What follows belongs to an exercise in optimizing a design on an open flow for small area and few clock cycles; a production flow would make more cautious choices.
Function was checked by simulation only, so behaviour that the tests miss may differ from the original.

==> job 3215: inputs <==
## RV32_CPU_top
module RV32_CPU_top(
    input CLK100,
    input rst,
    output [9:0] LED,
    input [3:0] PB,
    output [15:2] imem_addr,
    input [31:0] imem_rdata,
    output [15:2] dmem_addr,
    input [31:0] dmem_rdata,
    output dmem_we,
    output [3:0] dmem_be,
    output [31:0] dmem_wdata
);
    wire clk = CLK100;
    reg        e_valid;      
    reg [31:0] e_pc;
    reg [31:0] w_data;       
    reg [4:0]  w_rd;         
    reg        w_load;
    reg [2:0]  w_f3;
    wire [31:0] iw = imem_rdata;
    wire [4:0]  op = iw[6:2];
    wire [2:0]  f3 = iw[14:12];
    wire [4:0]  rd = iw[11:7];
    wire [4:0]  rs1 = iw[19:15];
    wire [4:0]  rs2 = iw[24:20];
    wire is_ctl    = op[4:3] == 2'b11;                  
    wire is_branch = is_ctl & ~op[0];
    wire is_jal    = is_ctl & op[0] & op[1];
    wire is_jalr   = is_ctl & op[0] & ~op[1];
    wire is_mem    = ~op[4] & ~op[2];                   
    wire is_load   = is_mem & ~op[3];
    wire is_store  = is_mem & op[3];
    wire is_opr    = op == 5'b01100;                    
    wire is_opi    = op == 5'b00100;                    
    wire is_lui    = op == 5'b01101;
    wire is_auipc  = op == 5'b00101;
  ...
==> flow/config.mk <==
export PLATFORM = sky130hd
export DESIGN_NAME = RV32_CPU_top
export DESIGN_NICKNAME = RV32_CPU_top
export VERILOG_FILES = /design/flow/design.v
export SDC_FILE = /design/flow/constraint.sdc
export NUM_CORES = 4
export LEC_CHECK = 0
export ABC_AREA = 1
export CAP_MARGIN = 15
export CORE_MARGIN = 2
export CORE_UTILIZATION = 40
export PLACE_DENSITY = 0.44
export SLEW_MARGIN = 15
==> flow/constraint.sdc <==
create_clock -name core_clock -period 16.0 [get_ports {CLK100}]
set_input_delay 3.2000 -clock core_clock [delete_from_list [all_inputs] [get_ports {CLK100}]]
set_output_delay 3.2000 -clock core_clock [all_outputs]
set_load 0.01 [all_outputs]
standard.sh (not shown) runs the stock make flow with config.mk's settings and CLKGATE_MAP_FILE= SYNTH_SCRIPT=/design/flow/synth_recipe.tcl, a recipe that flattens the netlist after the stock synthesis.
==> flow/flow/run.sh <==
#!/bin/bash
# Layout flow: the standard synthesis, then the combinational logic is
# re-mapped with area-oriented ABC scripts (with ABC's own buffering and
# gate sizing; flip-flops untouched), the smallest result kept, then
# the standard layout steps on the re-mapped netlist.
# Each tool's output goes to a log file of its own in this folder.
set -euo pipefail
W=$(pwd)
R=$W/orfs/results/$FLOW_PLATFORM/RV32_CPU_top/base
LIB=$FLOW_HOME/platforms/$FLOW_PLATFORM/lib/sky130_fd_sc_hd__tt_025C_1v80.lib
DU=$(sed -n '/^export DONT_USE_CELLS/,/^#/p' $FLOW_HOME/platforms/$FLOW_PLATFORM/config.mk | grep -o 'sky130_fd_sc_hd__[a-z0-9_]*' | tr '\n' ' ')
# the re-mapping also leaves out the weakest (_0) cells: their small
# max-capacitance limits are easily exceeded once the layout is routed
DU="$DU $(grep -o 'cell *("sky130_fd_sc_hd__[a-z0-9]*_0")' $LIB | grep -o 'sky130_fd_sc_hd__[a-z0-9]*_0' | tr '\n' ' ')"
EXTRA=()
if [[ -f $W/flow/extra_make_args ]]; then
    mapfile -t EXTRA < <(grep -v '^#' $W/flow/extra_make_args | grep -v '^$')
fi

# 1. standard synthesis
bash standard.sh synth > $W/log_1_synth.log 2>&1
cp $R/1_2_yosys.v $W/netlist_standard.v

# 2. re-map the combinational logic with each ABC script in flow/abc/ and
#    keep the smallest result whose flip-flops are the standard synthesis's
flops() { grep -E '^\s*sky130_fd_sc_hd__\S*df\S* ' "$1" | awk '{print $1, $2}' | sort; }
std_flops=$(flops $W/netlist_standard.v)
best=""
best_area=""
for sc in $W/flow/abc/*.abc; do
    n=$(basename $sc .abc)
    if REMAP_IN=$W/netlist_standard.v REMAP_OUT=$W/netlist_remap_$n.v REMAP_LIB=$LIB \
       REMAP_DONT_USE="$DU" REMAP_SCRIPT=$sc \
           yosys -c $W/flow/remap.tcl > $W/log_2_remap_$n.log 2>&1; then
        a=$(grep -m1 "Chip area for module" $W/netlist_remap_$n.v.after.stat | awk '{print $NF}')
        if [[ "$std_flops" == "$(flops $W/netlist_remap_$n.v)" ]] && \
           ! grep -oE '\\\S+' $W/netlist_remap_$n.v | grep -qE '[:/]'; then
            echo "$n: area $a, accepted" >> $W/log_2_remap_check.log
            if [[ -z "$best" ]] || awk -v x="$a" -v y="$best_area" 'BEGIN{exit !(x < y)}'; then
                best=$n; best_area=$a
            fi
        else
            echo "$n: area $a, refused (flip-flops or names differ)" >> $W/log_2_remap_check.log
        fi
    else
        echo "$n: yosys failed" >> $W/log_2_remap_check.log
    fi
done
if [[ -n "$best" ]]; then
    echo "using $best" >> $W/log_2_remap_check.log
    cp $W/netlist_remap_$best.v $R/1_2_yosys.v
    touch $R/1_2_yosys.v
    rm -f $R/1_synth.odb
else
    echo "no re-mapped netlist accepted; keeping the standard netlist" >> $W/log_2_remap_check.log
fi

# 3. the standard layout steps
bash standard.sh "${EXTRA[@]}" finish > $W/log_3_layout.log 2>&1
==> flow/flow/abc/s1.abc <==
strash
dc2
&get -n
&dch -f
&nf
&put
topo
stime -c
buffer -c
upsize -c
dnsize -c
==> flow/flow/abc/s2.abc <==
strash
dc2
&get -n
&dch -f
&nf
&put
strash
dc2
&get -n
&dch -f
&nf
&put
topo
stime -c
buffer -c
upsize -c
dnsize -c
==> flow/flow/abc/s3.abc <==
strash
dc2
&get -n
&dch -f
&nf -R 100 -C 32 -F 8 -p
&put
topo
stime -c
buffer -c
upsize -c
dnsize -c
==> flow/flow/abc/s4.abc <==
strash
dc2
&get -n
&dch -f
&nf -R 10 -C 32 -F 8 -p
&put
topo
stime -c
buffer -c
upsize -c
dnsize -c
==> flow/flow/abc/s5.abc <==
strash
&get -n
&dch -f
&nf -R 100 -C 32 -F 8 -p
&put
topo
stime -c
buffer -c
upsize -c
dnsize -c
==> flow/flow/abc/s6.abc <==
strash
dc2
&get -n
&dch -f
&nf -R 1000 -a
&put
topo
stime -c
buffer -c
upsize -c
dnsize -c
Other scripts of this flow, unchanged in this note and not shown: flow/flow/extra_make_args, flow/flow/remap.tcl
==> job 6958: changes against job 3215 <==
--- a/flow/flow/run.sh
+++ b/flow/flow/run.sh
@@ -1,7 +1,6 @@
 #!/bin/bash
 # Layout flow: the standard synthesis, then the combinational logic is
-# re-mapped with area-oriented ABC scripts (with ABC's own buffering and
-# gate sizing; flip-flops untouched), the smallest result kept, then
+# re-mapped with an area-oriented ABC script (flip-flops untouched), then
 # the standard layout steps on the re-mapped netlist.
 # Each tool's output goes to a log file of its own in this folder.
 set -euo pipefail
==> flow/flow/abc/s1.abc (replaced) <==
strash
dc2
&get -n
&dch -f
&nf
&put
==> flow/flow/abc/s2.abc (replaced) <==
strash
dc2
&get -n
&dch -f
&nf
&put
strash
dc2
&get -n
&dch -f
&nf
&put
==> flow/flow/abc/s3.abc (replaced) <==
strash
dc2
&get -n
&dch -f
&nf -R 100 -C 32 -F 8 -p
&put
==> flow/flow/abc/s4.abc (replaced) <==
strash
dc2
&get -n
&dch -f
&nf -R 10 -C 32 -F 8 -p
&put
==> flow/flow/abc/s5.abc (replaced) <==
strash
&get -n
&dch -f
&nf -R 100 -C 32 -F 8 -p
&put
==> flow/flow/abc/s6.abc (replaced) <==
strash
dc2
&get -n
&dch -f
&nf -R 1000 -a
&put
Settings changed: PLACE_DENSITY 0.44 to 0.5.
==> qor.yml <==
vias_per_cell: 7.63
path_clk_slew_ps: 90
path_max_fanout: 16
status: "complete, no violations"
coreArea_um2: 126000
critPathSlowestCell: "and3_1"
fin_crit_sh_pct: 98.0
initial_core_util_pct: 40.3
fin_skew_ps: 105
fin_cells: 8157
grtUsageMet1_pct: 63.3
power_per_cell_area_nw_per_um2: 95.5
track_usage_pct: 49.1
the above is filed under job 6958

==> qor.yml <==
status: "complete, no violations"
initial_core_util_pct: 40.2
grtUsageMet1_pct: 60.8
multi_input_cells: 4854
path_clk_slew_ps: 30
fin_cells: 8225
antenna_found_initial: 25
vias_per_cell: 7.44
track_usage_pct: 46.3
critPathSlowestCell: "nor4b_2"
cts.repair.resized: 0
path_max_fanout: 14
grt-ovfl-total: 0
comb_power_mw: 1.19
routabilityCongestion: 0.979
the above is filed under job 3215

Testbench counts of job 3215, summed over its fixed seeds: cycles 159,730.
Testbench counts of job 6958, summed over its fixed seeds: cycles 159,730.

[separate check: timing with driven ports]
No port has a modelled driver above. Below, the same layouts with a new extraction and two added sets of constraints.
Step 1 sets driving cells, clkbuf_16 on the clock port and buf_2 on the other inputs (assumed; they add their load-dependent delay and slew).
Step 2 times the ports against the registers' clock, not the clock port: input delays grow and output delays shrink by t, the midpoint of the rising clock arrivals with the driver on.
Three values: no drivers, after step 1, after step 2; two values: the first two.
| run | t (ns) | slack for setup (ns) | hold slack, ns |
|---|---|---|---|
| job 3215 | 0.775 | 0.660 / 0.637 / 0.637 | 0.495 / 0.495 / 0.495 |
| job 6958 | 0.781 | 0.321 / 0.297 / 0.297 | 0.499 / 0.499 / 0.499 |
After both steps setup and hold are still met in every run listed. The setup slack of job 6958, which loses most, moves by -0.024 ns with the drivers and by -0.024 ns with both steps.
